Background: an optimization exercise with open tools, aiming at small area and a short achievable clock period. Do not read the settings as production practice. Only simulation tests tie the RTL to the original design; equivalence was not proved. Power is estimated from default activity; no workload was simulated.

`flow/design.v`:
```
module synchronizer(
    input  logic clk,
    input  logic rst_n,
    input  logic data_in,
    output logic data_out
    );
  logic ff_1;
  always_ff @(posedge clk) begin
    ff_1     <= rst_n & data_in;
    data_out <= rst_n & ff_1;
  end
endmodule
module edge_counter
  #( parameter W = 32 )
  ( input  logic	    clk,
    input  logic	    rst_n,
    input  logic	    gpio_in,
    input  logic        enable,
    input  logic        trig_enable,
    input  logic	    trig_in,
    output logic	    trig_out,
    input  logic	    cfg_trig_out,
    input  logic	    cfg_in_inv,
    output logic [W-1:0] d1_count,
    output logic [W-1:0] d2_count,
    output logic [W-1:0] d3_count,
    output logic [W-1:0] d1_next,    
    output logic [W-1:0] d2_next,
    output logic [W-1:0] d3_next
    );
  logic s;           
  logic act;         
  logic nz1, nz2, nz3, h3, trig_out_hold;
  logic start1, done1, done2;
  logic inc1, inc2, inc3;
  synchronizer u_synchronizer_gpio_in
    ( .clk      (clk),
      .rst_n    (rst_n),
      .data_in  (cfg_in_inv ^ gpio_in),
      .data_out (s)
     );
  assign act    = s ^ trig_enable;
  assign start1 = (trig_in & trig_enable) | s;
  assign done1  = nz1 & ~act;
  assign done2  = nz2 & act;
  assign inc1 = nz1 ? (act  & ~nz2 & ~(&d1_count)) : start1;
  assign inc2 = nz2 ? (~act & ~nz3 & ~(&d2_count)) : done1;
  assign inc3 = nz3 ? (act  & ~h3  & ~(&d3_count)) : done2;
  function automatic [W-1:0] incr(input [W-1:0] q, input logic c);
    logic [W-1:0] r;
    logic [W-1:0] m;
    for (int i = 0; i < W; i++) begin
      m = '0;
      for (int j = 0; j < i; j++) m[j] = 1'b1;
      r[i] = q[i] ^ (c & (&(q | ~m)));
    end
    incr = r;
  endfunction
  logic clear_n;
  assign clear_n = rst_n & enable;
  assign d1_next = clear_n ? incr(d1_count, inc1) : '0;
  assign d2_next = clear_n ? incr(d2_count, inc2) : '0;
  assign d3_next = clear_n ? incr(d3_count, inc3) : '0;
  always_ff @(posedge clk) begin
    d1_count      <= d1_next;
    d2_count      <= d2_next;
    d3_count      <= d3_next;
    nz1           <= clear_n & (nz1 | start1);
    nz2           <= clear_n & (nz2 | done1);
    nz3           <= clear_n & (nz3 | done2);
    h3            <= clear_n & (h3 | (nz3 & ~act));
    trig_out      <= clear_n & ~trig_out_hold &
                     ((~cfg_trig_out & ~nz1 & s) | (cfg_trig_out & nz1 & ~s));
    trig_out_hold <= clear_n & (trig_out_hold | trig_out);
  end
endmodule
module scarf_regmap_2_edge_counters
  ( input  logic	    clk,
    input  logic	    rst_n_sync,
    input  logic  [7:0] data_in,
    input  logic	    data_in_valid,
    input  logic	    data_in_finished,
    input  logic  [6:0] slave_id,
    input  logic        rnw,
    output logic  [7:0] read_data_out,
    output logic  [3:0] cfg_trig_out,
    output logic  [3:0] cfg_in_inv,
    output logic  [3:0] enable,
    output logic  [3:0] trig_enable,
    input  logic [31:0] d1_next_0,
    input  logic [31:0] d2_next_0,
    input  logic [31:0] d3_next_0,
    input  logic [31:0] d1_next_1,
    input  logic [31:0] d2_next_1,
    input  logic [31:0] d3_next_1
    );
    parameter SLAVE_ID    = 7'h03;
    parameter MAX_ADDRESS = 6'd25;
    logic [7:0] reg0, reg1, reg0_n, reg1_n;
    logic [5:0] address, address_n;
    logic       first_byte, first_n;
    logic       final_byte, final_n;
    logic [7:0] rd_q, rd_n, byte_n;
    logic       valid_slave, vb, valid_write;
    assign valid_slave = (slave_id == SLAVE_ID);
    assign vb          = valid_slave && data_in_valid;
    assign valid_write = vb && (!rnw) && (!first_byte) && (!final_byte);
    always_comb begin
      first_n   = first_byte;
      final_n   = final_byte;
      address_n = address;
      if (data_in_finished) begin
        first_n   = 1'b1;
        final_n   = 1'b0;
        address_n = 6'd0;
      end else if (vb) begin
        first_n = 1'b0;
        if (first_byte)                  address_n = data_in[5:0];
        else if (address < MAX_ADDRESS)  address_n = address + 1'b1;
        if (!first_byte && (address == MAX_ADDRESS)) final_n = 1'b1;
      end
    end
    assign reg0_n = !rst_n_sync ? 8'd0 : (valid_write && (address == 6'd0)) ? data_in : reg0;
    assign reg1_n = !rst_n_sync ? 8'd0 : (valid_write && (address == 6'd1)) ? data_in : reg1;
    always_comb
      case (address_n)
        6'd0:    byte_n = reg0_n;
        6'd1:    byte_n = reg1_n;
        6'd2:    byte_n = d1_next_0[7:0];
        6'd3:    byte_n = d1_next_0[15:8];
        6'd4:    byte_n = d1_next_0[23:16];
        6'd5:    byte_n = d1_next_0[31:24];
        6'd6:    byte_n = d2_next_0[7:0];
        6'd7:    byte_n = d2_next_0[15:8];
        6'd8:    byte_n = d2_next_0[23:16];
        6'd9:    byte_n = d2_next_0[31:24];
        6'd10:   byte_n = d3_next_0[7:0];
        6'd11:   byte_n = d3_next_0[15:8];
        6'd12:   byte_n = d3_next_0[23:16];
        6'd13:   byte_n = d3_next_0[31:24];
        6'd14:   byte_n = d1_next_1[7:0];
        6'd15:   byte_n = d1_next_1[15:8];
        6'd16:   byte_n = d1_next_1[23:16];
        6'd17:   byte_n = d1_next_1[31:24];
        6'd18:   byte_n = d2_next_1[7:0];
        6'd19:   byte_n = d2_next_1[15:8];
        6'd20:   byte_n = d2_next_1[23:16];
        6'd21:   byte_n = d2_next_1[31:24];
        6'd22:   byte_n = d3_next_1[7:0];
        6'd23:   byte_n = d3_next_1[15:8];
        6'd24:   byte_n = d3_next_1[23:16];
        6'd25:   byte_n = d3_next_1[31:24];
        default: byte_n = 8'd0;
      endcase
    assign rd_n = first_n ? {1'b0, SLAVE_ID} : (final_n ? 8'd0 : byte_n);
    always_ff @(posedge clk) begin
      first_byte <= !rst_n_sync || first_n;
      final_byte <= rst_n_sync && final_n;
      address    <= rst_n_sync ? address_n : 6'd0;
      reg0       <= reg0_n;
      reg1       <= reg1_n;
    end
    always_ff @(posedge clk, negedge rst_n_sync)
      if (~rst_n_sync) rd_q <= {1'b0, SLAVE_ID};
      else             rd_q <= rd_n;
    assign read_data_out = (valid_slave && rnw) ? rd_q : 8'd0;
    always_comb begin
      enable       = reg0[3:0];
      trig_enable  = reg0[7:4];
      cfg_in_inv   = reg1[3:0];
      cfg_trig_out = reg1[7:4];
    end
endmodule
module scarf_2_edge_counters
  ( input  logic        clk,
    input  logic        rst_n_sync,
    input  logic  [7:0] data_in,
    input  logic        data_in_valid,
    input  logic        data_in_finished,
    input  logic  [6:0] slave_id,
    input  logic        rnw,
    output logic  [7:0] read_data_out,
    input  logic        gpio_0_in,
    input  logic        gpio_1_in
    );
   parameter SLAVE_ID = 7'd03;
   logic        trig_out_0;
   logic        trig_out_1;
   logic  [3:0] cfg_trig_out;
   logic  [3:0] cfg_in_inv;
   logic  [3:0] enable;
   logic  [3:0] trig_enable;
   logic [31:0] d1_count_0, d2_count_0, d3_count_0;
   logic [31:0] d1_count_1, d2_count_1, d3_count_1;
   logic [31:0] d1_next_0, d2_next_0, d3_next_0;
   logic [31:0] d1_next_1, d2_next_1, d3_next_1;
   scarf_regmap_2_edge_counters
   # ( .SLAVE_ID( SLAVE_ID ) )
   u_scarf_regmap_4_edge_counters
     ( .clk,
       .rst_n_sync,
       .data_in,
       .data_in_valid,
       .data_in_finished,
       .slave_id,
       .rnw,
       .read_data_out,
       .cfg_trig_out,
       .cfg_in_inv,
       .enable,
       .trig_enable,
       .d1_next_0,
       .d2_next_0,
       .d3_next_0,
       .d1_next_1,
       .d2_next_1,
       .d3_next_1
      );
   edge_counter u_edge_counter_0
     ( .clk,
       .rst_n               (rst_n_sync),
       .gpio_in             (gpio_0_in),
       .enable              (enable[0]),
       .trig_enable         (trig_enable[0]),
       .trig_in             (trig_out_1),
       .trig_out            (trig_out_0),
       .cfg_trig_out        (cfg_trig_out[0]),
       .cfg_in_inv          (cfg_in_inv[0]),
       .d1_count            (d1_count_0),
       .d2_count            (d2_count_0),
       .d3_count            (d3_count_0),
       .d1_next             (d1_next_0),
       .d2_next             (d2_next_0),
       .d3_next             (d3_next_0)
       );
   edge_counter u_edge_counter_1
     ( .clk,
       .rst_n               (rst_n_sync),
       .gpio_in             (gpio_1_in),
       .enable              (enable[1]),
       .trig_enable         (trig_enable[1]),
       .trig_in             (trig_out_0),
       .trig_out            (trig_out_1),
       .cfg_trig_out        (cfg_trig_out[1]),
       .cfg_in_inv          (cfg_in_inv[1]),
       .d1_count            (d1_count_1),
       .d2_count            (d2_count_1),
       .d3_count            (d3_count_1),
       .d1_next             (d1_next_1),
       .d2_next             (d2_next_1),
       .d3_next             (d3_next_1)
       );
endmodule
```
`flow/config.mk`:
```
export PLATFORM = sky130hd
export DESIGN_NAME = scarf_2_edge_counters
export DESIGN_NICKNAME = scarf_2_edge_counters
export VERILOG_FILES = /design/flow/design.v
export SDC_FILE = /design/flow/constraint.sdc
export NUM_CORES = 4
export LEC_CHECK = 0
export CAP_MARGIN = 20
export CORE_MARGIN = 2
export CORE_UTILIZATION = 55
export CTS_BUF_LIST = sky130_fd_sc_hd__clkbuf_8
export SETUP_SLACK_MARGIN = 2.9
export SLEW_MARGIN = 20
```
`flow/standard.sh`:
```
#!/bin/bash
# synth_recipe.tcl (not shown) runs the flow's synth.tcl, then flattens the netlist and writes it again
# the make line also repeats each setting of config.mk as NAME=value (left out here)
make -C /OpenROAD-flow-scripts/flow DESIGN_CONFIG=/design/flow/config.mk WORK_HOME=/design/flow/orfs CLKGATE_MAP_FILE= SYNTH_SCRIPT=/design/flow/synth_recipe.tcl "${@:-finish}"
```
`flow/flow/run.sh`:
```
#!/bin/bash
# Standard layout, with slow wide OR cells (and for some versions other
# stacked cells) added to the don't-use list so that synthesis maps the
# read-data logic to faster gates. Each tool's output stays in orfs/logs.
set -euo pipefail
EXTRA=" sky130_fd_sc_hd__or4_1 sky130_fd_sc_hd__or4_2 sky130_fd_sc_hd__or4_4 sky130_fd_sc_hd__or4b_1 sky130_fd_sc_hd__or4b_2 sky130_fd_sc_hd__or4b_4 sky130_fd_sc_hd__or4bb_1 sky130_fd_sc_hd__or4bb_2 sky130_fd_sc_hd__or4bb_4 sky130_fd_sc_hd__or3_1 sky130_fd_sc_hd__or3_2 sky130_fd_sc_hd__or3_4 sky130_fd_sc_hd__or3b_1 sky130_fd_sc_hd__or3b_2 sky130_fd_sc_hd__or3b_4"
PLATFORM_DONT_USE="sky130_fd_sc_hd__probe_p_8 sky130_fd_sc_hd__probec_p_8 sky130_fd_sc_hd__lpflow_bleeder_1 sky130_fd_sc_hd__lpflow_clkbufkapwr_1 sky130_fd_sc_hd__lpflow_clkbufkapwr_16 sky130_fd_sc_hd__lpflow_clkbufkapwr_2 sky130_fd_sc_hd__lpflow_clkbufkapwr_4 sky130_fd_sc_hd__lpflow_clkbufkapwr_8 sky130_fd_sc_hd__lpflow_clkinvkapwr_1 sky130_fd_sc_hd__lpflow_clkinvkapwr_16 sky130_fd_sc_hd__lpflow_clkinvkapwr_2 sky130_fd_sc_hd__lpflow_clkinvkapwr_4 sky130_fd_sc_hd__lpflow_clkinvkapwr_8 sky130_fd_sc_hd__lpflow_decapkapwr_12 sky130_fd_sc_hd__lpflow_decapkapwr_3 sky130_fd_sc_hd__lpflow_decapkapwr_4 sky130_fd_sc_hd__lpflow_decapkapwr_6 sky130_fd_sc_hd__lpflow_decapkapwr_8 sky130_fd_sc_hd__lpflow_inputiso0n_1 sky130_fd_sc_hd__lpflow_inputiso0p_1 sky130_fd_sc_hd__lpflow_inputiso1n_1 sky130_fd_sc_hd__lpflow_inputiso1p_1 sky130_fd_sc_hd__lpflow_inputisolatch_1 sky130_fd_sc_hd__lpflow_isobufsrc_1 sky130_fd_sc_hd__lpflow_isobufsrc_16 sky130_fd_sc_hd__lpflow_isobufsrc_2 sky130_fd_sc_hd__lpflow_isobufsrc_4 sky130_fd_sc_hd__lpflow_isobufsrc_8 sky130_fd_sc_hd__lpflow_isobufsrckapwr_16 sky130_fd_sc_hd__lpflow_lsbuf_lh_hl_isowell_tap_1 sky130_fd_sc_hd__lpflow_lsbuf_lh_hl_isowell_tap_2 sky130_fd_sc_hd__lpflow_lsbuf_lh_hl_isowell_tap_4 sky130_fd_sc_hd__lpflow_lsbuf_lh_isowell_4 sky130_fd_sc_hd__lpflow_lsbuf_lh_isowell_tap_1 sky130_fd_sc_hd__lpflow_lsbuf_lh_isowell_tap_2 sky130_fd_sc_hd__lpflow_lsbuf_lh_isowell_tap_4 "
bash standard.sh DONT_USE_CELLS="$PLATFORM_DONT_USE $EXTRA" finish > standard.log 2>&1
```
`flow/constraint.sdc`:
```
create_clock -name core_clock -period 6.0 [get_ports {clk}]
set_input_delay 1.2000 -clock core_clock [delete_from_list [all_inputs] [get_ports {clk}]]
set_output_delay 1.2000 -clock core_clock [all_outputs]
set_load 0.01 [all_outputs]
```
==> results.json, run 1 <==
{
  "num_rows": 56,
  "clock_sinks": 240,
  "finalNetCount": 1682,
  "synth_top_area_share_pct": 35.9,
  "layout_setup_ws_ns": 2.47,
  "grt_pass1_wl_mm": 69.4,
  "whs_endpoint": "u_edge_counter_0.trig_out$_DFF_P_",
  "slew_violations": 0,
  "start_kind": "input pin",
  "max-vdd-ir-drop_uv": 270,
  "dp_hpwl_mm": 34.7,
  "p_per_area_nw_per_um2": 202,
  "root_buffer": "clkbuf_8",
  "regArea_um2": 4850,
  "period_needed_ns": 3.53,
  "synth.area.top_cells": "dfxtp_1 36%, nor2_1 7.0%, xor2_1 6.2%, xnor2_1 4.7%, nand2_1 3.7%",
  "setup_viol": 0,
  "path_clk_slew_ns": 0.06,
  "cts_buffer_depth": 3,
  "reg2reg_from": "u_scarf_regmap_4_edge_counters.address[0]$_SDFF_PN0_",
  "slowest_stage": "and4bb_4",
  "timing.critical_path.buf_inv": 4,
  "synth_cell_types": 99,
  "whs_ns": 0.432,
  "worstMarginPinSlew_ns": 1.10,
  "critPathCaptureType": "output port",
  "worstSkewPairLatency_ns": 0.56,
  "synth-edff-count": 0,
  "antenna_found_initial": 0,
  "cpPeakStageDelay_ns": 0.32,
  "synthFlopType": "dfxtp_1",
  "pre_cts_ws_ns": 1.10,
  "synthesis.area_um2": 12900,
  "timing.rr.end": "u_scarf_regmap_4_edge_counters.rd_q[2]$_DFF_PN0_",
  "path_class": "input pin to output port",
  "start_util_pct": 55.7,
  "synth.ff_latch_count": 240,
  "grt_pass1_vias": 11482,
  "crit_arrival_ns": 2.33,
  "period_share_pct": 58.8,
  "mostFrequentLayoutCells": "232 x nor2_1, 226 x dfxtp_1, 117 x nand2_1",
  "wl_per_cell_um": 23.3,
  "die-area_um2": 24800,
  "htree_num_levels": 2,
  "rsz0062_at_grt": "true",
  "cts_made_buffers": 41,
  "coreArea_um2": 23300,
  "synthToLayoutAreaGrowth_pct": 21.4,
  "die_w_um": 157,
  "clock-skew-final_ns": 0.0144,
  "routed_wl_mm": 46.6,
  "swShare_pct": 22.9,
  "pwr-share-seq_pct": 50.3,
  "syn_nets": 1576,
  "multi_input_area_um2": 8480,
  "cp_top_family": "simple AND/OR/NAND/NOR gates",
  "reg2reg_slack_ns": 2.73,
  "r2r_cells": 13,
  "yosysWarningCount": 3,
  "yosysTopAreaCell": "dfxtp_1",
  "n_antenna_cell": 0,
  "cap_violations": 0,
  "grt_use_total_pct": 37.2,
  "path_cells": "buf_6, and4bb_4, and3_4, buf_6, buf_6, and2_4, buf_6",
  "port_buffers": 29,
  "antenna_left": 0,
  "min_path_cells": 1,
  "firstDrtPassIters": 5,
  "vias_per_cell": 6.28,
  "p_total_mw": 3.18,
  "drive_gt1_share_pct": 20.1,
  "die_h_um": 157,
  "drc": 0,
  "hp-start": "u_edge_counter_0.trig_out_hold$_DFF_P_",
  "drtIter0Drc": 1157,
  "hold_violations": 0,
  "num_io_pins": 30,
  "final_common_cell": "nor2_1",
  "routabilityCongestion": 1.04,
  "crit_fanout": 4,
  "worst_path_most_repeated_cell": "buf_6",
  "power_frac_clock_pct": 47.9,
  "intPower_mw": 2.45,
  "postSynthCellCount": 1544,
  "final.setup.tns_ns": 0,
  "p_switching_mw": 0.727,
  "status": "timing/DRC/antenna clean",
  "combinationalPowerShare_pct": 1.8,
  "cts_tree": "done",
  "grt_max_degree": 48,
  "fillers": 1985,
  "fmaxAchievable_mhz": 283,
  "avgSynthCellArea_um2": 8.39,
  "finish.utilization_pct": 67.6,
  "vias": 12551,
  "synthArstFlopShare_pct": 3.33,
  "grt-ovfl-total": 0,
  "hold_path_class": "flop to flop",
  "timing.slew.headroom_pct": 26.5,
  "p_leak_nw": 5.27,
  "cp.required_ns": 4.80,
  "seq_area_frac_synth_pct": 37.4
}
## flip-flops by register name (all words and copies together) (netlist names), 6 cells and up
register and flops:
u_edge_counter_1.d1_count 32, u_edge_counter_0.d1_count 32, u_scarf_regmap_4_edge_counters.address 6, u_scarf_regmap_4_edge_counters.rd_q 8, u_edge_counter_1.d2_count 32, u_edge_counter_1.d3_count 32, u_edge_counter_0.d3_count 32, u_edge_counter_0.d2_count 32
u_scarf_regmap_4_edge_counters.reg0 8, u_scarf_regmap_4_edge_counters.reg1 8
## per-stage QoR
step	instances	instance area, um2
CTS	1983	15400
floorplan	1544	13100
detailed placement	1845	13600
finish	1999	15700
global route	1999	15700
global placement	1845	13600
## worst max path at each step
stage	start	endpoint	slack, ns	cells after the start
final	slave_id[4]	read_data_out[1]	2.47	7
after global placement	slave_id[5]	u_scarf_regmap_4_edge_counters.rd_q[3]$_DFF_PN0_	1.08	11
after detailed placement	slave_id[5]	u_scarf_regmap_4_edge_counters.rd_q[3]$_DFF_PN0_	1.10	11
after CTS	slave_id[4]	read_data_out[3]	2.49	7
after floorplan	slave_id[5]	u_scarf_regmap_4_edge_counters.rd_q[4]$_DFF_PN0_	2.66	11
after global routing	slave_id[4]	read_data_out[6]	2.47	7
## worst reg2reg max path, cell delays in order, from the launching register on
cell and delay [ns]:
dfxtp_2 0.37, inv_1 0.18, ha_1 0.25, nand2b_4 0.08, a31oi_1 0.41, o2111ai_4 0.22
buf_6 0.19, a21oi_4 0.19, a311o_1 0.21, o2111a_1 0.21, a2111oi_2 0.04, a31o_2 0.31
a211o_4 0.34, a31oi_1 0.19
## layer usage
| layer | wire length, um | share of wire (%) | up-vias | track usage [%] |
|---|---|---|---|---|
| met5 | 0 | 0 | - | 0 |
| met4 | 2270 | 4.9 | 0 | 15.1 |
| met3 | 3740 | 8.0 | 139 | 6.53 |
| met2 | 20900 | 45 | 563 | 59.5 |
| met1 | 19700 | 42 | 6029 | 49.9 |
| li1 | - | - | 5820 | - |
## timing repair
item | in CTS | in global routing
gates resized for setup | 192 | 42
hold endpoints to repair | 0 | 0
pin swaps | 39 | 26
cloned | 3 | 1
hold buffers | 0 | 0
setup buffers | 62 | 15
endpoints found under the setup margin | 27 | 16
## cells in the mapped netlist (all sizes together), types with 9 or more instances
| cell | count |
|---|---|
| a211oi | 18 |
| a21oi | 37 |
| a22oi | 11 |
| a31oi | 21 |
| and2 | 40 |
| and3 | 51 |
| and4 | 29 |
| buf | 26 |
| clkbuf | 30 |
| dfxtp | 232 |
| ha | 10 |
| inv | 30 |
| mux2i | 20 |
| nand2 | 129 |
| nand3 | 81 |
| nand4 | 70 |
| nand4b | 9 |
| nor2 | 245 |
| nor2b | 20 |
| nor3 | 63 |
| nor3b | 9 |
| nor4 | 25 |
| o211ai | 14 |
| o21ai | 15 |
| xnor2 | 72 |
| xor2 | 92 |
## power groups by stage
stage                     registers [mW]  logic, mW  clock network [mW]
after floorplan                     1.63     0.0250                   0
after global placement              1.63     0.0499                   0
after detailed placement            1.63     0.0500                   0
after CTS                           1.60     0.0559                1.54
after global routing                1.60     0.0615                1.61
final                               1.60     0.0579                1.52
## logic make-up (layout without fill, tap and decap cells)
family | Yosys count | count (layout) | share of synthesized area (%)
fa+ha+maj | 10 | 10 | 0.966
simple gates | 801 | 802 | 32.3
buf+inv | 86 | 221 | 2.73
flops | 240 | 240 | 37.4
xor+xnor | 164 | 164 | 11.2
mux | 21 | 21 | 1.63
compound gates | 222 | 222 | 13.7
## final cells by class
cell class / count / share of cell area (%)
Multi-Input combinational cell: 1219 / 54.0
Sequential cell: 240 / 30.9
Timing Repair Buffer: 118 / 6.45
Clock buffer: 56 / 4.90
Tap cell: 319 / 2.54
Inverter: 30 / 0.740
Clock inverter: 17 / 0.494
==> inputs of run 2 (changes only) <==
--- a/flow/config.mk
+++ b/flow/config.mk
@@ -7,7 +7,7 @@
 export LEC_CHECK = 0
 export CAP_MARGIN = 20
 export CORE_MARGIN = 2
-export CORE_UTILIZATION = 55
-export CTS_BUF_LIST = sky130_fd_sc_hd__clkbuf_8
+export CORE_UTILIZATION = 40
+export CTS_BUF_LIST = sky130_fd_sc_hd__clkbuf_4
 export SETUP_SLACK_MARGIN = 2.9
 export SLEW_MARGIN = 20
==> run 2 against run 1 <==
  * Critical endpoint is now read_data_out[4]
  * Area after synthesis unchanged
  * Utilization decreased by 17 points
  * Setup slack improved by 0.15 ns
  * Clock power increased by 3%
  * Largest cell class unchanged
  * Cell count increased by 7.9%
  * Still clean
==> results.json, run 2 <==
{
  "status": "timing/DRC/antenna clean",
  "max-vdd-ir-drop_uv": 128,
  "port_buffers": 29,
  "worst_path_most_repeated_cell": "buf_6",
  "hold_violations": 0,
  "slowest_stage": "and4bb_4",
  "yosysMostFrequentCell": "nor2_1",
  "drive_gt1_share_pct": 24.0,
  "grt_max_degree": 56,
  "synth_top_area_share_pct": 35.9,
  "clock-skew-final_ns": 0.0491,
  "synthArstFlopShare_pct": 3.33,
  "fmaxAchievable_mhz": 296,
  "synthesis.area_um2": 12900,
  "mostFrequentLayoutCells": "236 x nor2_1, 221 x dfxtp_1, 116 x nand2_1",
  "antenna_left": 0,
  "start_kind": "input pin",
  "synthFlopType": "dfxtp_1",
  "synthToLayoutAreaGrowth_pct": 24.9,
  "period_share_pct": 56.4,
  "cp.required_ns": 4.80,
  "dp_hpwl_mm": 35.2,
  "drc": 0,
  "hold_path_class": "flop to flop",
  "grt-ovfl-total": 0,
  "num_rows": 65,
  "wl_per_cell_um": 22.3,
  "synth.area.top_cells": "dfxtp_1 36%, nor2_1 7.0%, xor2_1 6.2%, xnor2_1 4.7%, nand2_1 3.7%",
  "crit_arrival_ns": 2.18,
  "netlist_top_cells_count": "243 x nor2_1, 232 x dfxtp_1, 127 x nand2_1",
  "worstSkewPairLatency_ns": 0.74,
  "root_buffer": "clkbuf_4",
  "vias": 13098,
  "cp_top_family": "simple AND/OR/NAND/NOR gates",
  "firstDrtPassIters": 6,
  "crit_fanout": 4,
  "die_w_um": 184,
  "synth_cell_types": 99,
  "p_per_area_nw_per_um2": 199,
  "timing.slew.headroom_pct": 42.9,
  "seq_area_frac_synth_pct": 37.4,
  "cts_buffer_depth": 3,
  "start_util_pct": 40.8,
  "rsz0062_at_grt": "true",
  "timing.critical_path.buf_inv": 3,
  "finish.utilization_pct": 51.0,
  "vias_per_cell": 6.08,
  "p_leak_nw": 5.43,
  "cp.depth": 6,
  "worstMarginPinSlew_ns": 0.857,
  "antenna_found_initial": 1,
  "coreArea_um2": 31700,
  "htree_num_levels": 3,
  "grt_pass1_wl_mm": 72.2,
  "r2r_cells": 11,
  "cpPeakStageDelay_ns": 0.32,
  "routed_wl_mm": 48.1,
  "setup_viol": 0,
  "cts_made_buffers": 69,
  "routabilityCongestion": 1.09,
  "synth.ff_latch_count": 240,
  "slew_violations": 0,
  "die-area_um2": 33800,
  "final.setup.tns_ns": 0,
  "synth-edff-count": 0,
  "critPathCaptureType": "output port",
  "grt_pass1_vias": 12229,
  "path_class": "input pin to output port",
  "num_io_pins": 30,
  "period_needed_ns": 3.38,
  "min_path_cells": 1,
  "finalNetCount": 1734,
  "ctsHoldBuffers": 0,
  "die_h_um": 184,
  "syn_nets": 1576,
  "grt_use_total_pct": 28.2,
  "yosysWarningCount": 3,
  "cts_tree": "done",
  "avgSynthCellArea_um2": 8.39,
  "yosysTopAreaCell": "dfxtp_1",
  "path_cells": "buf_6, and4bb_4, and3_4, buf_6, and2_4, buf_6",
  "path_clk_slew_ns": 0.08,
  "drtIter0Drc": 1383,
  "final_common_cell": "nor2_1",
  "cap_violations": 0,
  "postSynthCellCount": 1544,
  "clock_sinks": 240
}
-- run 2: cell type report --
type / count / area (um2)
Clock buffer: 104 / 781
Inverter: 30 / 116
Tap cell: 402 / 503
Antenna cell: 1 / 2.50
Clock inverter: 18 / 95.1
Fill cell: 3047 / 15500
Timing Repair Buffer: 142 / 1200
Sequential cell: 240 / 4870
Multi-Input combinational cell: 1219 / 8600
-- run 2: repair_timing --
action	in CTS	in global routing
setup buffers	60	42
pin swaps	38	45
hold endpoints to repair	0	0
gates cloned	1	0
gates resized for setup	175	74
setup endpoints to repair	16	16
-- run 2: power breakdown --
group / switching (mW) / internal (mW)
combinational: 0.0356 / 0.0270
sequential: 0.00224 / 1.59
clock: 0.729 / 0.833
total: 0.767 / 2.45
-- run 2: logic make-up after synthesis --
| group | synth area share (%) |
|---|---|
| DFF | 37.4 |
| AOI/OAI and AO/OA | 13.7 |
| adders and majority gates | 0.966 |
| and+or+nand+nor | 32.3 |
| xor gates and xnor gates | 11.2 |
| muxes | 1.63 |
| buffers and inverters | 2.73 |
-- run 2: worst paths after layout --
kind                                                                    endpoint                                            startpoint  slack, ns
worst max-delay path                                            read_data_out[4]                                           slave_id[4]       2.62
worst min-delay path                           u_edge_counter_0.trig_out$_DFF_P_                u_edge_counter_0.trig_out_hold$_DFF_P_       0.43
worst max register to register  u_scarf_regmap_4_edge_counters.rd_q[5]$_DFF_PN0_  u_scarf_regmap_4_edge_counters.address[3]$_SDFF_PN0_       2.85
worst min register to register                 u_edge_counter_0.trig_out$_DFF_P_                u_edge_counter_0.trig_out_hold$_DFF_P_       0.43
max in group asynchronous       u_scarf_regmap_4_edge_counters.rd_q[0]$_DFF_PN1_                                            rst_n_sync       4.76
min in group asynchronous       u_scarf_regmap_4_edge_counters.rd_q[2]$_DFF_PN0_                                            rst_n_sync       0.47
-- run 2: worst register-to-register path: cells and delay by family (launching register included) --
kind,cells,cell delay [ns]
buf+inv,2,0.36
flops,1,0.64
compound gates,3,0.78
simple gates,6,1.27
-- run 2: layer usage --
layer / GRT usage [%] / vias up / wire, um
met5: 0 / - / 0
met4: 13.3 / 0 / 2520
met3: 7.23 / 190 / 4600
met2: 42.6 / 719 / 20500
li1: - / 5962 / -
met1: 37.6 / 6227 / 20400
-- run 2: metrics by stage --
step / total power, mW / setup slack, ns / cell area [um2] / std cells / hold slack [ns]
2_1_floorplan: 1.66 / 2.66 / 13100 / 1544 / 0.402
3_3_place_gp: 1.68 / 1.06 / 13700 / 1930 / 0.410
3_5_place_dp: 1.68 / 1.04 / 13700 / 1930 / 0.420
4_1_cts: 3.25 / 2.61 / 15500 / 2113 / 0.436
5_1_grt: 3.35 / 2.58 / 16200 / 2156 / 0.420
6_report: 3.22 / 2.62 / 16200 / 2156 / 0.434
==> inputs of run 3 (changes only) <==
--- a/flow/config.mk
+++ b/flow/config.mk
@@ -8,6 +8,5 @@
 export CAP_MARGIN = 20
 export CORE_MARGIN = 2
 export CORE_UTILIZATION = 40
-export CTS_BUF_LIST = sky130_fd_sc_hd__clkbuf_4
 export SETUP_SLACK_MARGIN = 2.9
 export SLEW_MARGIN = 20
==> run 3 against run 2 <==
  * Count of clock-buffer cells in the layout is 61 lower
  * Via count shrank 4.5%
  * Area after synthesis stayed put
  * Clock skew down 0.034 ns
  * Highest routed layer is now met5
  * Setup slack got worse by 0.018 ns
  * Register-to-register slack got worse by 0.11 ns
  * Largest cell class unchanged
  * Wire length shrank 2.5%
==> results.json, run 3 <==
{
  "die_h_um": 184,
  "syn_nets": 1576,
  "crit_arrival_ns": 2.20,
  "dp_hpwl_mm": 35.2,
  "max-vdd-ir-drop_uv": 201,
  "vias_per_cell": 6.14,
  "worstSkewPairLatency_ns": 0.55,
  "coreArea_um2": 31700,
  "netlist_top_cells_count": "243 x nor2_1, 232 x dfxtp_1, 127 x nand2_1",
  "synthArstFlopShare_pct": 3.33,
  "period_needed_ns": 3.40,
  "vias": 12515,
  "path_class": "input pin to output port",
  "dpl.cell_count": 1930,
  "antenna_left": 0,
  "slew_violations": 0,
  "grt_max_degree": 56,
  "drtIter0Drc": 1474,
  "postSynthCellCount": 1544,
  "final.setup.tns_ns": 0,
  "period_share_pct": 56.7,
  "fmaxAchievable_mhz": 294,
  "drc": 0,
  "antenna_found_initial": 1,
  "worstMarginPinSlew_ns": 0.847,
  "whs_ns": 0.424,
  "clock_sinks": 240,
  "die_w_um": 184,
  "synthesis.area_um2": 12900,
  "cts_made_buffers": 28,
  "path_clk_slew_ns": 0.06,
  "synthToLayoutAreaGrowth_pct": 20.6,
  "setup_viol": 0,
  "die-area_um2": 33800,
  "n_antenna_cell": 0,
  "num_rows": 65,
  "port_buffers": 29,
  "fillers": 3085,
  "critPathCaptureType": "output port",
  "mostFrequentLayoutCells": "236 x nor2_1, 225 x dfxtp_1, 120 x nand2_1",
  "htree_num_levels": 1,
  "yosysMostFrequentCell": "nor2_1",
  "hold_violations": 0,
  "p_leak_nw": 5.04,
  "crit_fanout": 4,
  "clock-skew-final_ns": 0.0152,
  "yosysTopAreaCell": "dfxtp_1",
  "cp.required_ns": 4.80,
  "hold_path_class": "flop to flop",
  "grt-ovfl-total": 0,
  "synth-edff-count": 0,
  "start_kind": "input pin",
  "avgSynthCellArea_um2": 8.39,
  "synth_top_area_share_pct": 35.9,
  "drive_gt1_share_pct": 17.1,
  "root_buffer": "clkbuf_16",
  "grt_use_total_pct": 27.5,
  "grt_pass1_vias": 11757,
  "routed_wl_mm": 46.9,
  "cts_tree": "done",
  "ctsHoldBuffers": 0,
  "yosysWarningCount": 3,
  "start_util_pct": 40.8,
  "cts_buffer_depth": 3,
  "firstDrtPassIters": 6,
  "num_io_pins": 30,
  "status": "timing/DRC/antenna clean",
  "timing.slew.headroom_pct": 43.5,
  "grt_pass1_wl_mm": 71.0,
  "wl_per_cell_um": 23.0,
  "seq_area_frac_synth_pct": 37.4,
  "synth_cell_types": 99,
  "synth.ff_latch_count": 240,
  "routabilityCongestion": 1.09,
  "p_per_area_nw_per_um2": 211,
  "cap_violations": 0,
  "synthFlopType": "dfxtp_1",
  "synth.area.top_cells": "dfxtp_1 36%, nor2_1 7.0%, xor2_1 6.2%, xnor2_1 4.7%, nand2_1 3.7%",
  "finalNetCount": 1649,
  "final_cells": 2038,
  "final_common_cell": "nor2_1",
  "multi_input_area_um2": 8430,
  "rsz0062_at_grt": "true",
  "regArea_um2": 4860
}
==> run 3: cells by family after synthesis <==
logic type	after synthesis	share of synthesized area, %
muxes	21	1.63
and+or+nand+nor	801	32.3
adders and majority gates	10	0.966
xor gates and xnor gates	164	11.2
AOI/OAI and AO/OA	222	13.7
buffers and inverters	86	2.73
DFF	240	37.4
==> run 3: power by group <==
| group | internal [mW] | leakage (nW) | switching [mW] | total [mW] |
|---|---|---|---|---|
| logic | 0.0261 | 2.64 | 0.0350 | 0.0611 |
| clock network | 0.961 | 0.426 | 0.679 | 1.64 |
| registers | 1.60 | 1.98 | 0.00192 | 1.60 |
| total | 2.58 | 5.04 | 0.716 | 3.30 |
==> run 3: critical path, cell delays in order <==
cell and delay [ns]:
buf_6 0.09, and4bb_4 0.33, and3_4 0.22, buf_6 0.13, and2_4 0.14, buf_6 0.09
==> run 3: metal layers <==
| layer | vias up | routed length, um | track usage, % |
|---|---|---|---|
| met5 | - | 13 | 0 |
| met1 | 6011 | 20600 | 38.1 |
| met2 | 612 | 19800 | 42.0 |
| met3 | 162 | 4030 | 4.83 |
| met4 | 2 | 2420 | 11.7 |
| li1 | 5728 | - | - |
==> run 3: final cells by class <==
type | instances | area share [%]
inverters | 30 | 0.745
flip-flops and latches | 240 | 31.1
well taps | 402 | 3.22
clock buffers | 43 | 5.17
clock inverters | 6 | 0.352
multi-input cells | 1219 | 54.0
repair buffers | 98 | 5.45
==> run 3: per-stage QoR <==
| stage | instance area [um2] | setup slack [ns] | utilization [%] | power (mW) |
|---|---|---|---|---|
| floorplan | 13100 | 2.66 | - | 1.66 |
| global placement | 13700 | 1.06 | 43.2 | 1.68 |
| detailed placement | 13700 | 1.04 | 43.2 | 1.68 |
| CTS | 15300 | 2.60 | 48.4 | 3.32 |
| global route | 15600 | 2.56 | 49.2 | 3.39 |
| finish | 15600 | 2.60 | 49.2 | 3.30 |
==> run 3: final timing paths <==
| kind | startpoint | to | slack (ns) | depth (start not counted) |
|---|---|---|---|---|
| hold / removal | u_edge_counter_0.trig_out_hold$_DFF_P_ | u_edge_counter_0.trig_out$_DFF_P_ | 0.42 | 1 |
| setup reg to reg | u_scarf_regmap_4_edge_counters.reg0[4]$_DFF_P_ | u_scarf_regmap_4_edge_counters.rd_q[7]$_DFF_PN0_ | 2.74 | 10 |
| min in group asynchronous | rst_n_sync | u_scarf_regmap_4_edge_counters.rd_q[2]$_DFF_PN0_ | 0.65 | 1 |
| setup / recovery | slave_id[4] | read_data_out[4] | 2.60 | 6 |
| hold reg to reg | u_edge_counter_0.trig_out_hold$_DFF_P_ | u_edge_counter_0.trig_out$_DFF_P_ | 0.42 | 1 |
| max in group asynchronous | rst_n_sync | u_scarf_regmap_4_edge_counters.rd_q[1]$_DFF_PN1_ | 4.58 | 2 |
==> run 3: timing repair <==
action	in CTS	in global routing
cloned	1	0
pin swaps	42	25
setup buffers	46	12
setup endpoints to repair	16	16
gates resized for setup	172	43
==> inputs of run 4 (changes only) <==
--- a/flow/config.mk
+++ b/flow/config.mk
@@ -10,3 +10,4 @@
 export CORE_UTILIZATION = 40
 export SETUP_SLACK_MARGIN = 2.9
 export SLEW_MARGIN = 20
+export TNS_END_PERCENT = 5
==> run 4 against run 3 <==
  * Still clean on timing, DRC and antenna
  * Cell count down 1.2%
  * Combinational power down about 10%
  * Clock skew down 0.0056 ns
  * Critical path type unchanged
  * Critical endpoint is now read_data_out[6]
==> results.json, run 4 <==
{
  "slew_violations": 0,
  "setup_viol": 0,
  "mostFrequentLayoutCells": "238 x nor2_1, 232 x dfxtp_1, 122 x nand2_1",
  "die_h_um": 184,
  "clock-skew-final_ns": 0.00957,
  "synth.area.top_cells": "dfxtp_1 36%, nor2_1 7.0%, xor2_1 6.2%, xnor2_1 4.7%, nand2_1 3.7%",
  "syn_nets": 1576,
  "coreArea_um2": 31700,
  "htree_num_levels": 1,
  "p_per_area_nw_per_um2": 220,
  "yosysTopAreaCell": "dfxtp_1",
  "ctsHoldBuffers": 0,
  "die-area_um2": 33800,
  "clock_sinks": 240,
  "drc": 0,
  "n_antenna_cell": 0,
  "cts_made_buffers": 28,
  "fmaxAchievable_mhz": 283,
  "grt_pass1_vias": 11347,
  "num_io_pins": 30,
  "critPathCaptureType": "output port",
  "yosysWarningCount": 3,
  "cp.required_ns": 4.80,
  "firstDrtPassIters": 6,
  "grt_busiest_layer": "met2",
  "whs_ns": 0.422,
  "crit_fanout": 4,
  "synth_top_area_share_pct": 35.9,
  "grt_max_degree": 65,
  "crit_arrival_ns": 2.34,
  "worstMarginPinSlew_ns": 0.938,
  "seq_area_frac_synth_pct": 37.4,
  "use_met3_pct": 5.31,
  "worstSkewPairLatency_ns": 0.55,
  "use_met2_pct": 42.1,
  "routed_wl_mm": 46.2,
  "grt_pass1_wl_mm": 69.7,
  "synthToLayoutAreaGrowth_pct": 16.8,
  "die_w_um": 184,
  "cpPeakStageDelay_ns": 0.32,
  "fillers": 3101,
  "drive_gt1_share_pct": 12.7,
  "cts_buffer_depth": 3,
  "dp_hpwl_mm": 35.7,
  "final.setup.tns_ns": 0,
  "cts_tree": "done",
  "drtIter0Drc": 1181,
  "synthArstFlopShare_pct": 3.33,
  "synthesis.area_um2": 12900,
  "wl_per_cell_um": 23.0,
  "reg2reg_slack_ns": 2.54,
  "synth_cell_types": 99,
  "p_leak_nw": 4.90,
  "slowest_stage": "and4bb_4",
  "vias_per_cell": 6.05,
  "synth-edff-count": 0,
  "timing.slew.headroom_pct": 37.4,
  "period_share_pct": 59.0,
  "grt_use_total_pct": 27.1,
  "start_util_pct": 40.8,
  "hold_violations": 0,
  "num_rows": 65,
  "port_buffers": 29,
  "max-vdd-ir-drop_uv": 208,
  "antenna_found_initial": 0,
  "netlist_top_cells_count": "243 x nor2_1, 232 x dfxtp_1, 127 x nand2_1",
  "path_class": "input pin to output port",
  "synth.ff_latch_count": 240,
  "rsz0062_at_grt": "true",
  "hold_path_class": "flop to flop",
  "grt-ovfl-total": 0,
  "path_clk_slew_ns": 0.06,
  "status": "timing/DRC/antenna clean",
  "cap_violations": 0,
  "worst_path_most_repeated_cell": "buf_6",
  "period_needed_ns": 3.54,
  "start_kind": "input pin",
  "synthFlopType": "dfxtp_1",
  "met1_usage_pct": 37.6,
  "path_cells": "buf_6, and4bb_4, and3_4, buf_6, buf_6, and2_4, buf_6",
  "yosysMostFrequentCell": "nor2_1",
  "avgSynthCellArea_um2": 8.39,
  "postSynthCellCount": 1544,
  "final_common_cell": "nor2_1",
  "routabilityCongestion": 1.01,
  "vias": 12172,
  "finalNetCount": 1621,
  "antenna_left": 0,
  "p_total_mw": 3.32,
  "root_buffer": "clkbuf_16"
}
-- run 4: cell counts after synthesis --
Identical to the previous run, type by type.
-- run 4: final timing paths --
kind                                                                   start                                               end  depth (start not counted)
max                                                              slave_id[4]                                  read_data_out[6]                          7
min                                   u_edge_counter_0.trig_out_hold$_DFF_P_                 u_edge_counter_0.trig_out$_DFF_P_                          1
max reg2reg                u_scarf_regmap_4_edge_counters.first_byte$_DFF_P_  u_scarf_regmap_4_edge_counters.rd_q[7]$_DFF_PN0_                         10
min reg2reg                           u_edge_counter_0.trig_out_hold$_DFF_P_                 u_edge_counter_0.trig_out$_DFF_P_                          1
max in group asynchronous                                         rst_n_sync  u_scarf_regmap_4_edge_counters.rd_q[0]$_DFF_PN1_                          1
min in group asynchronous                                         rst_n_sync  u_scarf_regmap_4_edge_counters.rd_q[4]$_DFF_PN0_                          1
-- run 4: cell type report --
type	instances	area [um2]	area share, %
multi-input combinational	1219	8150	53.9
clock inverter	8	68.8	0.455
sequential	240	4850	32.1
tap	402	503	3.33
timing repair buffer	70	612	4.05
clock buffer	44	832	5.50
inverter	30	113	0.745
-- run 4: cells by family after synthesis --
logic type	Yosys count	synth area share, %
buf+inv	86	2.73
simple gates	801	32.3
fa+ha+maj	10	0.966
compound gates	222	13.7
xor+xnor	164	11.2
mux	21	1.63
flops	240	37.4
-- run 4: repair_timing --
item,CTS,global route
cloned,2,0
endpoints found under the setup margin,16,17
pin swaps,21,6
gates resized for setup,103,28
setup buffers,29,2
-- run 4: report_power, final --
group / switching (mW) / leakage, nW / internal (mW)
clock: 0.679 / 0.447 / 0.990
sequential: 0.00187 / 1.97 / 1.60
combinational: 0.0317 / 2.48 / 0.0231
total: 0.712 / 4.90 / 2.61
-- run 4: critical path: cells and delay by family --
kind / cells / cell delay, ns
buffers and inverters: 4 / 0.39
AND/OR/NAND/NOR: 3 / 0.75
-- run 4: metrics by stage --
step | std cells | instance area, um2 | utilization (%) | worst slack, ns
6_report | 2013 | 15100 | 47.7 | 2.46
5_1_grt | 2013 | 15100 | 47.7 | 2.46
4_1_cts | 2011 | 15000 | 47.2 | 2.48
3_5_place_dp | 1928 | 13700 | 43.1 | 1.16
3_3_place_gp | 1928 | 13700 | 43.1 | 1.19
2_1_floorplan | 1544 | 13100 | - | 2.66
-- run 4: layer usage --
layer	share of wire (%)	wire, um
met5	0	0
met4	3.9	1820
met3	8.4	3880
met2	43	19900
met1	45	20600
==> inputs of run 5 (changes only) <==
--- a/flow/config.mk
+++ b/flow/config.mk
@@ -7,7 +7,7 @@
 export LEC_CHECK = 0
 export CAP_MARGIN = 20
 export CORE_MARGIN = 2
-export CORE_UTILIZATION = 40
+export CORE_UTILIZATION = 60
 export SETUP_SLACK_MARGIN = 2.9
 export SLEW_MARGIN = 20
 export TNS_END_PERCENT = 5
==> run 5 against run 4 <==
  * Still clean on timing, DRC and antenna
  * Synthesized cell count is the same
  * Sequential power is essentially flat
  * Sequential cell count is the same
  * Global-route usage grew 13 points
  * Count of clock-buffer cells in the layout shrank 9
  * Combinational power grew about 10%
  * Area after synthesis is the same
  * Via count grew 6.5%
  * Power shrank 2.3%
  * Largest cell class unchanged
==> results.json, run 5 <==
{
  "synth_cell_types": 99,
  "root_buffer": "clkbuf_16",
  "critPathCaptureType": "flop",
  "crit_fanout": 6,
  "yosysWarningCount": 3,
  "cap_violations": 0,
  "layout_setup_ws_ns": 2.49,
  "yosysMostFrequentCell": "nor2_1",
  "dp_hpwl_mm": 33.8,
  "drive_gt1_share_pct": 17.4,
  "combinationalPowerShare_pct": 1.9,
  "postSynthCellCount": 1544,
  "timing.slew.headroom_pct": 43.5,
  "min_path_cells": 1,
  "slew_violations": 0,
  "die-area_um2": 22800,
  "synth_top_area_share_pct": 35.9,
  "setup_viol": 0,
  "timing.rr.end": "u_scarf_regmap_4_edge_counters.rd_q[3]$_DFF_PN0_",
  "antenna_left": 0,
  "die_h_um": 151,
  "period_share_pct": 58.5,
  "netlist_top_cells_count": "243 x nor2_1, 232 x dfxtp_1, 127 x nand2_1",
  "clock_sinks": 240,
  "synth_xor_area_share_pct": 11.2,
  "met1_usage_pct": 52.5,
  "yosysTopAreaCell": "dfxtp_1",
  "synthFlopType": "dfxtp_1",
  "vias_per_cell": 6.72,
  "synth_mux_area_share_pct": 1.63,
  "port_buffers": 29,
  "fmaxAchievable_mhz": 285,
  "max-vdd-ir-drop_uv": 255,
  "synth-simple-area-share_pct": 32.3,
  "crit_arrival_ns": 3.98,
  "use_met2_pct": 62.0,
  "synth_compound_gate_area_share_pct": 13.7,
  "p_total_mw": 3.24,
  "hold_path_class": "flop to flop",
  "routed_wl_mm": 47.5,
  "power_frac_clock_pct": 48.9,
  "dpl.cell_count": 1805,
  "start_util_pct": 61.4,
  "syn_nets": 1576,
  "seq_area_frac_synth_pct": 37.4,
  "hold_violations": 0,
  "num_rows": 53,
  "finalNetCount": 1664,
  "grt-ovfl-total": 0,
  "wl_per_cell_um": 24.6,
  "r2r_cells": 12,
  "synthesis.area_um2": 12900,
  "synth-edff-count": 0,
  "clock-skew-final_ns": 0.0248,
  "final_common_cell": "nor2_1",
  "use_met3_pct": 7.86,
  "antenna_found_initial": 0,
  "worstSkewPairLatency_ns": 0.56,
  "n_antenna_cell": 0,
  "start_kind": "input pin",
  "intPower_mw": 2.51,
  "die_w_um": 151,
  "grt_pass1_vias": 11576,
  "path_class": "input pin to flop",
  "synth_top_family_by_area": "simple AND/OR/NAND/NOR gates",
  "swShare_pct": 22.7,
  "p_per_area_nw_per_um2": 210,
  "synthArstFlopShare_pct": 3.33,
  "pre_cts_ws_ns": 1.20,
  "reg2reg_from": "u_scarf_regmap_4_edge_counters.address[0]$_SDFF_PN0_",
  "status": "timing/DRC/antenna clean",
  "firstDrtPassIters": 6,
  "num_io_pins": 30,
  "vias": 12959,
  "cp.required_ns": 6.47,
  "whs_endpoint": "u_edge_counter_0.trig_out$_DFF_P_",
  "cts_made_buffers": 26,
  "grt_max_degree": 58,
  "synth.area.top_cells": "dfxtp_1 36%, nor2_1 7.0%, xor2_1 6.2%, xnor2_1 4.7%, nand2_1 3.7%",
  "mostFrequentLayoutCells": "234 x nor2_1, 226 x dfxtp_1, 119 x nand2_1",
  "routabilityCongestion": 1.07,
  "p_switching_mw": 0.735,
  "drc": 0,
  "path_clk_slew_ns": 0.06,
  "whs_ns": 0.429,
  "synth-adder-area-share_pct": 0.966,
  "p_leak_nw": 5.08,
  "final_cells": 1927,
  "worstMarginPinSlew_ns": 0.847,
  "avgSynthCellArea_um2": 8.39,
  "drtIter0Drc": 1456,
  "final.setup.tns_ns": 0,
  "reg2reg_slack_ns": 2.54,
  "synth.ff_latch_count": 240,
  "ctsHoldBuffers": 0,
  "grt_pass1_wl_mm": 68.4,
  "cts_tree": "done",
  "synthToLayoutAreaGrowth_pct": 19.4,
  "hp-start": "u_edge_counter_0.trig_out_hold$_DFF_P_",
  "cts_buffer_depth": 3,
  "period_needed_ns": 3.51,
  "coreArea_um2": 21100,
  "grt_use_total_pct": 39.6,
  "grt_busiest_layer": "met2",
  "pwr-share-seq_pct": 49.2,
  "htree_num_levels": 1,
  "rsz0062_at_grt": "true",
  "fillers": 1606
}
## run 5: cell counts after synthesis
No cell type changed its count.
## run 5: what timing repair did
action | in CTS | in global routing
resized for setup | 134 | 60
setup buffers | 40 | 32
endpoints found under the hold margin | 0 | 0
cloned | 1 | 1
pin swaps | 26 | 25
endpoints found under the setup margin | 26 | 16
## run 5: per-stage QoR
step                cell area, um2  util, %
global placement             13600     64.3
finish                       15500     73.3
global route                 15500     73.3
floorplan                    13100        -
CTS                          15000     71.0
detailed placement           13600     64.3
## run 5: routing by layer
| layer | share of wire (%) | up-vias | routed length [um] |
|---|---|---|---|
| met5 | 0 | - | 0 |
| met4 | 6.2 | 0 | 2930 |
| met3 | 10 | 195 | 4830 |
| met2 | 44 | 756 | 21000 |
| met1 | 39 | 6222 | 18700 |
| li1 | - | 5786 | - |
## run 5: layout make-up
| class | instances | area (um2) | area share, % |
|---|---|---|---|
| clock buffers | 35 | 754 | 4.88 |
| clock inverters | 13 | 96.3 | 0.623 |
| inverters | 30 | 116 | 0.753 |
| multi-input cells | 1220 | 8370 | 54.2 |
| flip-flops and latches | 240 | 4850 | 31.4 |
| well taps | 275 | 344 | 2.23 |
| repair buffers | 114 | 917 | 5.93 |
## run 5: power by group through the flow
stage,clock network (mW),registers (mW),logic [mW]
3_3_place_gp,0,1.63,0.0496
3_5_place_dp,0,1.63,0.0499
2_1_floorplan,0,1.63,0.0250
4_1_cts,1.58,1.60,0.0543
6_report,1.59,1.60,0.0604
5_1_grt,1.65,1.60,0.0637
## run 5: cell families after synthesis
kind of cell | after synthesis
AOI/OAI and AO/OA | 222
adders and majority gates | 10
and+or+nand+nor | 801
xor gates and xnor gates | 164
DFF | 240
buffers and inverters | 86
muxes | 21
## run 5: critical path, stage by stage
cell,delay [ns]
buf_4,0.13
nor4b_4,0.26
buf_4,0.18
and2_4,0.21
o2111ai_4,0.20
a221oi_4,0.45
buf_4,0.21
nand4_1,0.30
nor3_1,0.31
nor4_1,0.11
o2111ai_1,0.17
nor3_2,0.09
a41oi_2,0.15
## run 5: how the worst max path moves through the flow
stage                                                                  end  slack, ns  depth (start not counted)   startpoint
after floorplan           u_scarf_regmap_4_edge_counters.rd_q[4]$_DFF_PN0_       2.66                         11  slave_id[5]
after CTS                                                 read_data_out[1]       2.59                          6  slave_id[4]
after global placement    u_scarf_regmap_4_edge_counters.rd_q[6]$_DFF_PN0_       1.25                         11  slave_id[5]
final                     u_scarf_regmap_4_edge_counters.rd_q[4]$_DFF_PN0_       2.49                         13  slave_id[3]
after detailed placement  u_scarf_regmap_4_edge_counters.rd_q[6]$_DFF_PN0_       1.20                         11  slave_id[6]
after global routing      u_scarf_regmap_4_edge_counters.rd_q[4]$_DFF_PN0_       2.37                         13  slave_id[3]
==> inputs of run 6 (changes only) <==
--- a/flow/config.mk
+++ b/flow/config.mk
@@ -8,6 +8,7 @@
 export CAP_MARGIN = 20
 export CORE_MARGIN = 2
 export CORE_UTILIZATION = 60
+export PLACE_DENSITY = 0.85
 export SETUP_SLACK_MARGIN = 2.9
 export SLEW_MARGIN = 20
 export TNS_END_PERCENT = 5
==> run 6 against run 5 <==
  * Largest power group is now the clock network
  * Setup slack got worse by 0.0086 ns
  * Sequential share of layout area up 0.22 points
  * Highest routed layer unchanged
  * Sequential cell count unchanged
  * Still clean
==> results.json, run 6 <==
{
  "fillers": 1596,
  "die_h_um": 151,
  "path_class": "input pin to flop",
  "htree_num_levels": 1,
  "dpl.cell_count": 1813,
  "final_common_cell": "nor2_1",
  "detailroute.wirelength.met3_mm": 5.24,
  "grt_pass1_wl_mm": 68.9,
  "num_io_pins": 30,
  "regArea_um2": 4850,
  "synth_compound_gate_area_share_pct": 13.7,
  "slew_violations": 0,
  "p_switching_mw": 0.707,
  "die_w_um": 151,
  "crit_arrival_ns": 3.98,
  "seq_area_frac_synth_pct": 37.4,
  "antenna_left": 0,
  "cts_made_buffers": 26,
  "wl_met1_mm": 18.7,
  "worstMarginPinSlew_ns": 1.03,
  "synthArstFlopShare_pct": 3.33,
  "vias": 12880,
  "wl_per_cell_um": 24.2,
  "power_frac_clock_pct": 51.0,
  "start_util_pct": 61.4,
  "cap_violations": 0,
  "p_per_area_nw_per_um2": 221,
  "hold_path_class": "flop to flop",
  "die-area_um2": 22800,
  "period_share_pct": 58.7,
  "synth.ff_latch_count": 240,
  "start_kind": "input pin",
  "rsz0062_at_grt": "true",
  "grt_pass1_vias": 11835,
  "layout_setup_ws_ns": 2.48,
  "status": "timing/DRC/antenna clean",
  "met2WireLength_mm": 20.1,
  "final.setup.tns_ns": 0,
  "setup_viol": 0,
  "syn_nets": 1576,
  "pre_cts_ws_ns": 1.23,
  "cts_buffer_depth": 3,
  "firstDrtPassIters": 9,
  "synth-edff-count": 0,
  "synth.area.top_cells": "dfxtp_1 36%, nor2_1 7.0%, xor2_1 6.2%, xnor2_1 4.7%, nand2_1 3.7%",
  "worstSkewPairLatency_ns": 0.54,
  "synth-adder-area-share_pct": 0.966,
  "n_antenna_cell": 0,
  "synth_top_area_share_pct": 35.9,
  "whs_ns": 0.424,
  "swShare_pct": 20.9,
  "yosysTopAreaCell": "dfxtp_1",
  "grt_max_degree": 38,
  "routabilityCongestion": 1.10,
  "synthFlopType": "dfxtp_1",
  "final_cells": 1917,
  "yosysMostFrequentCell": "nor2_1",
  "highest_layer": "met4",
  "routed_wl_mm": 46.3,
  "finish.utilization_pct": 72.7,
  "synth_top_family_by_area": "simple AND/OR/NAND/NOR gates",
  "combinationalPowerShare_pct": 1.8,
  "timing.critical_path.buf_inv": 3,
  "postSynthCellCount": 1544,
  "pwr-share-seq_pct": 47.2,
  "period_needed_ns": 3.52,
  "vias_per_cell": 6.72,
  "synthToLayoutAreaGrowth_pct": 18.4,
  "cpPeakStageDelay_ns": 0.53,
  "synth_mux_area_share_pct": 1.63,
  "yosysWarningCount": 3,
  "port_buffers": 29,
  "coreArea_um2": 21100,
  "mostFrequentLayoutCells": "235 x nor2_1, 230 x dfxtp_1, 120 x nand2_1",
  "synth_xor_area_share_pct": 11.2,
  "root_buffer": "clkbuf_16",
  "grt-ovfl-total": 0,
  "cp_top_family": "compound AO/OA/AOI/OAI gates",
  "clock_sinks": 240,
  "clock-skew-final_ns": 0.0181,
  "dp_hpwl_mm": 34.3,
  "synth_cell_types": 99,
  "slowest_stage": "clkdlybuf4s50_1",
  "num_rows": 53,
  "critPathCaptureType": "flop",
  "max-vdd-ir-drop_uv": 249,
  "timing.slew.headroom_pct": 31.0,
  "antenna_found_initial": 0,
  "drive_gt1_share_pct": 16.1,
  "cp.required_ns": 6.46,
  "grt_use_total_pct": 39.8,
  "path_clk_slew_ns": 0.07,
  "avgSynthCellArea_um2": 8.39,
  "drtIter0Drc": 1785,
  "fmaxAchievable_mhz": 284,
  "multi_input_area_um2": 8210,
  "cts_tree": "done",
  "netlist_top_cells_count": "243 x nor2_1, 232 x dfxtp_1, 127 x nand2_1",
  "p_leak_nw": 5.03,
  "synth-simple-area-share_pct": 32.3,
  "finalNetCount": 1654,
  "intPower_mw": 2.68,
  "synthesis.area_um2": 12900,
  "hold_violations": 0,
  "crit_fanout": 6,
  "drc": 0,
  "path_cells": "clkdlybuf4s50_1, mux2i_2, o211ai_1, a221oi_4, buf_6, buf_4, nand2_1, o32ai_1, a211oi_1, a41oi_2"
}
-- run 6: power by group through the flow --
stage	registers [mW]	logic, mW	clock network [mW]
finish	1.60	0.0604	1.73
CTS	1.60	0.0552	1.72
floorplan	1.63	0.0250	0
detailed placement	1.63	0.0526	0
global route	1.60	0.0631	1.79
global placement	1.63	0.0523	0
-- run 6: logic make-up (layout without fill, tap and decap cells) --
logic type               Yosys count  in the layout
XOR/XNOR                         164            164
buffers and inverters             86            183
flip-flops                       240            240
multiplexers                      21             21
adder cells (fa/ha/maj)           10             10
AO/OA/AOI/OAI                    222            222
AND/OR/NAND/NOR                  801            802
-- run 6: timing repair --
action,in CTS,in global routing
cloned,3,0
pin swaps,22,15
resized for setup,114,41
hold buffers,0,0
setup endpoints to repair,17,16
setup buffers,38,15
-- run 6: per-stage QoR --
stage / cell area, um2 / power, mW
floorplan: 13100 / 1.66
global placement: 13600 / 1.68
detailed placement: 13600 / 1.68
CTS: 15100 / 3.38
global route: 15300 / 3.45
finish: 15300 / 3.38
-- run 6: cell type report --
cell class / count / area share, %
Clock inverter: 12 / 1.09
Inverter: 30 / 0.759
Tap cell: 275 / 2.24
Sequential cell: 240 / 31.6
Clock buffer: 36 / 4.95
Timing Repair Buffer: 105 / 5.79
Multi-Input combinational cell: 1219 / 53.5
-- run 6: path summary, 6_finish.rpt --
path                                                                       from                                               end  slack, ns  cells after the start
min in group asynchronous                                            rst_n_sync  u_scarf_regmap_4_edge_counters.rd_q[2]$_DFF_PN0_       0.57                      1
min                                      u_edge_counter_1.trig_out_hold$_DFF_P_                 u_edge_counter_1.trig_out$_DFF_P_       0.42                      1
max                                                                  data_in[1]  u_scarf_regmap_4_edge_counters.rd_q[4]$_DFF_PN0_       2.48                     10
max in group asynchronous                                            rst_n_sync  u_scarf_regmap_4_edge_counters.rd_q[0]$_DFF_PN1_       4.89                      2
max reg2reg                u_scarf_regmap_4_edge_counters.address[0]$_SDFF_PN0_  u_scarf_regmap_4_edge_counters.rd_q[7]$_DFF_PN0_       2.55                     13
min reg2reg                              u_edge_counter_1.trig_out_hold$_DFF_P_                 u_edge_counter_1.trig_out$_DFF_P_       0.42                      1
-- run 6: per-layer routing --
metal  vias to the layer above  track usage (%)
met1                      6107             54.5
met2                       824             62.2
met4                         0             16.0
li1                       5769                -
met5                         -                0
met3                       180             7.56
==> inputs of run 7 (changes only) <==
--- a/flow/config.mk
+++ b/flow/config.mk
@@ -7,8 +7,7 @@
 export LEC_CHECK = 0
 export CAP_MARGIN = 20
 export CORE_MARGIN = 2
-export CORE_UTILIZATION = 60
-export PLACE_DENSITY = 0.85
-export SETUP_SLACK_MARGIN = 2.9
+export CORE_UTILIZATION = 40
+export SETUP_SLACK_MARGIN = 2.6
 export SLEW_MARGIN = 20
 export TNS_END_PERCENT = 5
==> run 7 against run 6 <==
  * Still clean
  * Critical path depth shrank 4
  * Maximum frequency grew 1.1%
  * Sequential cell count is the same
  * Hold slack lost 0.0042 ns
  * Clock power shrank 4%
  * Via count shrank 4.5%
  * Count of clock-buffer cells in the layout grew 4
  * Global-route usage shrank 12 points
  * Non-clock buffer count shrank 14
==> results.json, run 7 <==
{
  "status": "timing/DRC/antenna clean",
  "die-area_um2": 33800,
  "finish.utilization_pct": 48.7,
  "timing.rr.end": "u_scarf_regmap_4_edge_counters.rd_q[3]$_DFF_PN0_",
  "grt_max_degree": 60,
  "wl_met1_mm": 20.7,
  "yosysWarningCount": 3,
  "highest_layer": "met4",
  "p_leak_nw": 5.02,
  "timing.slew.headroom_pct": 30.6,
  "finalNetCount": 1642,
  "dp_hpwl_mm": 35.4,
  "netlist_top_cells_count": "243 x nor2_1, 232 x dfxtp_1, 127 x nand2_1",
  "cts_buffer_depth": 3,
  "drive_gt1_share_pct": 16.3,
  "p_total_mw": 3.31,
  "whs_endpoint": "u_edge_counter_1.trig_out$_DFF_P_",
  "vias_per_cell": 6.06,
  "final_common_cell": "nor2_1",
  "path_clk_slew_ns": 0.06,
  "routed_wl_mm": 46.9,
  "die_w_um": 184,
  "path_class": "input pin to output port",
  "synth_top_area_share_pct": 35.9,
  "met2WireLength_mm": 20.7,
  "r2r_cells": 14,
  "cp.required_ns": 4.80,
  "hold_violations": 0,
  "synth.ff_latch_count": 240,
  "synthToLayoutAreaGrowth_pct": 19.3,
  "grt_use_total_pct": 27.6,
  "start_util_pct": 40.8,
  "final.setup.tns_ns": 0,
  "htree_num_levels": 1,
  "hold_path_class": "flop to flop",
  "synth-edff-count": 0,
  "coreArea_um2": 31700,
  "period_needed_ns": 3.48,
  "rsz0062_at_grt": "true",
  "worstMarginPinSlew_ns": 1.04,
  "synthFlopType": "dfxtp_1",
  "seq_area_frac_synth_pct": 37.4,
  "synth_cell_types": 99,
  "drtIter0Drc": 1329,
  "grt_pass1_wl_mm": 71.3,
  "max-vdd-ir-drop_uv": 208,
  "firstDrtPassIters": 6,
  "routabilityCongestion": 1.00,
  "syn_nets": 1576,
  "grt-ovfl-total": 0,
  "wl_per_cell_um": 23.1,
  "cap_violations": 0,
  "mostFrequentLayoutCells": "235 x nor2_1, 229 x dfxtp_1, 121 x nand2_1",
  "reg2reg_from": "u_scarf_regmap_4_edge_counters.address[0]$_SDFF_PN0_",
  "slew_violations": 0,
  "port_buffers": 29,
  "setup_viol": 0,
  "hp-start": "u_edge_counter_1.trig_out_hold$_DFF_P_",
  "clock_sinks": 240,
  "n_antenna_cell": 0,
  "detailroute.wirelength.met3_mm": 3.61,
  "avgSynthCellArea_um2": 8.39,
  "yosysTopAreaCell": "dfxtp_1",
  "cts_tree": "done",
  "root_buffer": "clkbuf_16",
  "p_per_area_nw_per_um2": 214,
  "synthesis.area_um2": 12900,
  "fmaxAchievable_mhz": 287,
  "cts_made_buffers": 28,
  "ctsHoldBuffers": 0,
  "reg2reg_slack_ns": 2.68,
  "die_h_um": 184,
  "antenna_left": 0,
  "drc": 0,
  "crit_fanout": 4,
  "yosysMostFrequentCell": "nor2_1",
  "antenna_found_initial": 0,
  "min_path_cells": 1,
  "synthArstFlopShare_pct": 3.33,
  "num_io_pins": 30,
  "num_rows": 65,
  "period_share_pct": 58.0,
  "synth.area.top_cells": "dfxtp_1 36%, nor2_1 7.0%, xor2_1 6.2%, xnor2_1 4.7%, nand2_1 3.7%",
  "clock-skew-final_ns": 0.0168,
  "critPathCaptureType": "output port",
  "worstSkewPairLatency_ns": 0.55,
  "grt_pass1_vias": 11664,
  "vias": 12306,
  "postSynthCellCount": 1544,
  "crit_arrival_ns": 2.28,
  "start_kind": "input pin"
}
-- run 7: critical path, cell delays in order --
cell	delay, ns
buf_6	0.09
and4bb_4	0.34
and3_4	0.27
buf_6	0.15
and2_4	0.14
buf_6	0.09
-- run 7: stage by stage --
step / hold slack [ns] / area (um2) / instances / setup slack, ns
floorplan: 0.402 / 13000 / 1544 / 2.58
CTS: 0.426 / 15200 / 2020 / 2.54
global placement: 0.412 / 13600 / 1927 / 1.05
detailed placement: 0.414 / 13600 / 1927 / 1.07
global route: 0.445 / 15500 / 2031 / 2.48
finish: 0.420 / 15500 / 2031 / 2.52
-- run 7: metal layers --
metal  global-route usage, %  vias up
met5                       0        -
met4                    8.54        0
met3                    4.71      129
met2                    43.8      528
met1                    38.1     5927
li1                        -     5722
-- run 7: worst max-delay path by stage --
| stage | from | endpoint | slack [ns] | depth (start not counted) |
|---|---|---|---|---|
| 2_1_floorplan | slave_id[6] | u_scarf_regmap_4_edge_counters.rd_q[3]$_DFF_PN0_ | 2.58 | 12 |
| 3_3_place_gp | slave_id[4] | u_scarf_regmap_4_edge_counters.rd_q[0]$_DFF_PN1_ | 1.05 | 11 |
| 6_report | slave_id[5] | read_data_out[7] | 2.52 | 6 |
| 5_1_grt | slave_id[3] | u_scarf_regmap_4_edge_counters.rd_q[3]$_DFF_PN0_ | 2.48 | 14 |
| 4_1_cts | slave_id[5] | read_data_out[5] | 2.54 | 6 |
| 3_5_place_dp | slave_id[4] | u_scarf_regmap_4_edge_counters.rd_q[0]$_DFF_PN1_ | 1.07 | 11 |
-- run 7: final cells by class --
class,count,area [um2]
Timing Repair Buffer,91,771
Inverter,30,116
Sequential cell,240,4850
Clock inverter,9,75.1
Fill cell,3044,16300
Tap cell,402,503
Clock buffer,40,817
Multi-Input combinational cell,1219,8320
-- run 7: timing repair --
action	in CTS	in global routing
setup endpoints to repair	16	16
gates cloned	1	0
buffers inserted	43	11
pin swaps	29	18
gates resized for setup	135	51
-- run 7: power by group --
group / internal (mW) / total (mW) / leakage, nW / switching (mW)
logic: 0.0227 / 0.0566 / 2.61 / 0.0339
clock network: 0.981 / 1.66 / 0.438 / 0.674
registers: 1.60 / 1.60 / 1.97 / 0.00157
total: 2.60 / 3.31 / 5.02 / 0.710
-- run 7: cell families (layout without fill, tap and decap cells) --
kind of cell,count (synthesis),after routing,share of synthesized area [%]
simple gates,801,802,32.3
flops,240,240,37.4
compound gates,222,222,13.7
xor+xnor,164,164,11.2
buf+inv,86,170,2.73
mux,21,21,1.63
fa+ha+maj,10,10,0.966

-- re-timing with driven ports --
The flow's constraints put no driver on any port. The routed layouts listed below were extracted and timed again, unchanged, in two steps.
Step 1 sets driving cells, clkbuf_16 on the clock port and buf_2 on the other inputs (assumed; they add their load-dependent delay and slew).
Step 2, shift: input delay + t, output delay - t, t = (earliest + latest rising clock arrival at the registers) / 2. This alone moves slack from input paths to output paths.
a / b / c = no drivers / after step 1 / after step 2; a / b = the first two.
run	t, ns	setup slack, ns	worst setup path at the end	latest minus earliest clock arrival (ns)	worst register clock-pin slew, ns
run 1	0.599	2.471 / 2.436 / 1.951	input to register	0.017 / 0.016	0.07 / 0.07
run 2	0.756	2.616 / 2.584 / 1.997	input to register	0.055 / 0.055	0.09 / 0.09
run 3	0.603	2.599 / 2.567 / 2.060	input to register	0.018 / 0.018	0.07 / 0.07
run 4	0.593	2.462 / 2.432 / 1.942	input to register	0.012 / 0.011	0.06 / 0.06
run 5	0.595	2.489 / 2.505 / 1.910	input to register	0.025 / 0.025	0.07 / 0.07
run 6	0.583	2.480 / 2.459 / 1.914	input to register	0.019 / 0.018	0.07 / 0.07
run 7	0.599	2.519 / 2.486 / 1.944	input to register	0.017 / 0.017	0.07 / 0.07
After both steps every run listed still meets setup and hold. For run 2, which loses most, drivers alone change the setup slack by -0.032 ns; drivers and shift together by -0.619 ns.
